This is an optimization exercise on Yosys and OpenROAD, whose aim is small area, a short achievable clock period and few clock cycles, not a production implementation.
The RTL was checked by simulation tests, not by an equivalence proof against the original design.
No activity file was given, so power comes from the tool's default toggle rates.

==> flow/design.v (excerpt) <==
module cpu_8bit (
    input wire clk,
    input wire reset,
    input wire [7:0] data_in,
    output wire [7:0] data_out,
    output wire [7:0] address,
    output wire mem_write
);
Size: about 27 I/O pins, roughly 2000 um^2 of cells after synthesis.
Settings: LEC_CHECK=0, ABC_AREA=1, CAP_MARGIN=20, CORE_MARGIN=2, CORE_UTILIZATION=40, SETUP_SLACK_MARGIN=2.0, SLEW_MARGIN=20; clock period 4.0 ns.
standard.sh (not shown) runs the stock make flow with config.mk's settings and CLKGATE_MAP_FILE= SYNTH_SCRIPT=/design/flow/synth_recipe.tcl, a recipe that flattens the netlist after the stock synthesis.
==> flow/flow/run.sh <==
#!/bin/bash
# Standard layout, except:
#  - synthesis maps with flow/abc.script and without full/half-adder cells,
#  - the ports get plain buffers,
#  - resizing may change a cell's footprint.
F=$(pwd)/flow
export FLOW_ABC_SCRIPT=$F/abc.script
export BUFFER_PORTS_ARGS="-buffer_cell sky130_fd_sc_hd__buf_2"
bash standard.sh SYNTH_SCRIPT=$F/synth_abc.tcl ADDER_MAP_FILE= MATCH_CELL_FOOTPRINT=0 finish > standard.log 2>&1
==> flow/flow/abc.script <==
strash
dch
map -B 0.9 -D 1200
topo
stime -c
buffer -c
upsize -c -D 1200
dnsize -c -D 1200
==> flow/flow/synth_abc.tcl <==
# synth_recipe.tcl with one change: abc runs the script in flow/abc.script
# instead of ORFS's abc_area.script. Everything else is the same.
proc synth {args} { yosys synth -nofsm -noshare {*}$args }
proc abc {args} {
  set i [lsearch -exact $args -script]
  if { $i >= 0 } { lset args [expr {$i + 1}] $::env(FLOW_ABC_SCRIPT) }
  yosys abc {*}$args
}
source $::env(SCRIPTS_DIR)/synth.tcl
# left out here: clear keep_hierarchy, flatten, clean up, hide names made inside functions, write 1_2_yosys.v
The baseline completed without violations.
Testbench counts at the start, summed over its fixed seeds: cycles 52,861.
Change:
==> flow/flow/run.sh (replaced) <==
#!/bin/bash
# Standard layout, except: no full/half-adder cells in synthesis, plain
# buffers on the ports, and resizing free to change a cell's footprint.
export BUFFER_PORTS_ARGS="-buffer_cell sky130_fd_sc_hd__buf_2"
bash standard.sh ADDER_MAP_FILE= MATCH_CELL_FOOTPRINT=0 finish > standard.log 2>&1
--- a/flow/config.mk
+++ b/flow/config.mk
@@ -12 +12 @@
-export SETUP_SLACK_MARGIN = 2.0
+export SETUP_SLACK_MARGIN = 2.1
removed: flow/flow/abc.script
removed: flow/flow/synth_abc.tcl
Result: The new run completed with no timing, DRC or antenna violations. Total power increases by 0.66%. Cell count drops by 0.47%. Routed wire length increases by 0.85%. Cell area is about the same. Worst hold slack improved by 0.0040 ns. Sequential share of layout area hardly moves. Die area came out higher by 2.3%. Global-route usage drops by 0.67 points. Setup slack is worse by 0.0053 ns. Maximum frequency stays flat.
Change:
==> flow/flow/run.sh (replaced) <==
#!/bin/bash
# Standard layout, except:
#  - synthesis maps with flow/abc.script and without full/half-adder cells,
#  - the ports get plain buffers,
#  - resizing may change a cell's footprint.
F=$(pwd)/flow
export FLOW_ABC_SCRIPT=$F/abc.script
export BUFFER_PORTS_ARGS="-buffer_cell sky130_fd_sc_hd__buf_2"
bash standard.sh SYNTH_SCRIPT=$F/synth_abc.tcl ADDER_MAP_FILE= MATCH_CELL_FOOTPRINT=0 finish > standard.log 2>&1
==> flow/flow/abc.script (new file) <==
strash
dch
map -a
topo
stime -c
buffer -c
upsize -c
dnsize -c
==> flow/flow/synth_abc.tcl (new file) <==
# synth_recipe.tcl with one change: abc runs the script in flow/abc.script
# instead of ORFS's abc_area.script. Everything else is the same.
proc synth {args} { yosys synth -nofsm -noshare {*}$args }
proc abc {args} {
  set i [lsearch -exact $args -script]
  if { $i >= 0 } { lset args [expr {$i + 1}] $::env(FLOW_ABC_SCRIPT) }
  yosys abc {*}$args
}
source $::env(SCRIPTS_DIR)/synth.tcl
# left out here: clear keep_hierarchy, flatten, clean up, hide names made inside functions, write 1_2_yosys.v
--- a/flow/config.mk
+++ b/flow/config.mk
@@ -12 +12 @@
-export SETUP_SLACK_MARGIN = 2.1
+export SETUP_SLACK_MARGIN = 2.0
What happened:
- The new run completed without violations
- worst setup slack gets better by 0.013 ns
- global-route usage came out lower by 1.8 points
- total power goes down by 3.3%
- cell area came out lower by 4.2%
- clock power climbs by about 4%
- area after synthesis went down by 4.2%
- worst hold slack gets worse by 0.011 ns
Change:
==> flow/flow/abc.script (replaced) <==
strash
map -a -B 0.9
topo
stime -c
buffer -c
upsize -c
dnsize -c
Core utilization went up by 1.3 points.
Worst hold slack improves by 0.032 ns.
Via count climbs by about 11%.
Power rises by about 8%.
Cell area rose by about 9%.
Critical path depth came out higher by 1.
Fmax falls by 3.3%.
Change:
==> flow/flow/abc.script (replaced) <==
strash
dch
map -a -B 0.9
topo
stime -c
buffer -c
upsize -c
dnsize -c
After rerunning: The new run produced a clean layout. Clock power came out lower by about 4%. Register-to-register slack hardly moves. Wire length came out lower by 11%. Non-clock buffer count came out lower by 5. Die area came out lower by 5.3%. Sequential power hardly moves. Count of clock-buffer cells in the layout does not change. Power came out lower by 7.3%. Cell area came out lower by 8.2%. Worst hold slack gains 0.0034 ns. Core utilization came out lower by 1.0 points.

==> port drivers added, routing unchanged <==
No port has a modelled driver above. Below, the same layouts with a new extraction and two added sets of constraints. Step 1 (the two cells are an assumption about what drives the block):
set clk [get_ports {clk}]
set_driving_cell -lib_cell sky130_fd_sc_hd__clkbuf_16 $clk
set_driving_cell -lib_cell sky130_fd_sc_hd__buf_2 [delete_from_list [all_inputs] $clk]
Step 2 times the ports against the registers' clock, not the clock port: input delays grow and output delays shrink by t, the midpoint of the rising clock arrivals with the driver on. a / b / c = no drivers / after step 1 / after step 2; a / b = the first two.
run | t (ns) | setup slack, ns | worst hold slack (ns) | clock arrival spread, ns
the first run | 0.300 | 2.040 / 2.017 / 1.746 | 0.544 / 0.544 / 0.544 | 0.003 / 0.003
the second run | 0.296 | 2.034 / 2.010 / 1.857 | 0.548 / 0.548 / 0.548 | 0.004 / 0.003
the third run | 0.302 | 2.047 / 2.020 / 1.809 | 0.537 / 0.537 / 0.537 | 0.007 / 0.007
the fourth run | 0.301 | 1.980 / 1.953 / 1.800 | 0.569 / 0.569 / 0.569 | 0.004 / 0.004
the fifth run | 0.302 | 2.066 / 2.039 / 1.781 | 0.573 / 0.573 / 0.573 | 0.011 / 0.011
After both steps setup and hold are still met in every run listed. The setup slack of the first run, which loses most, moves by -0.023 ns with the drivers and by -0.294 ns with both steps.
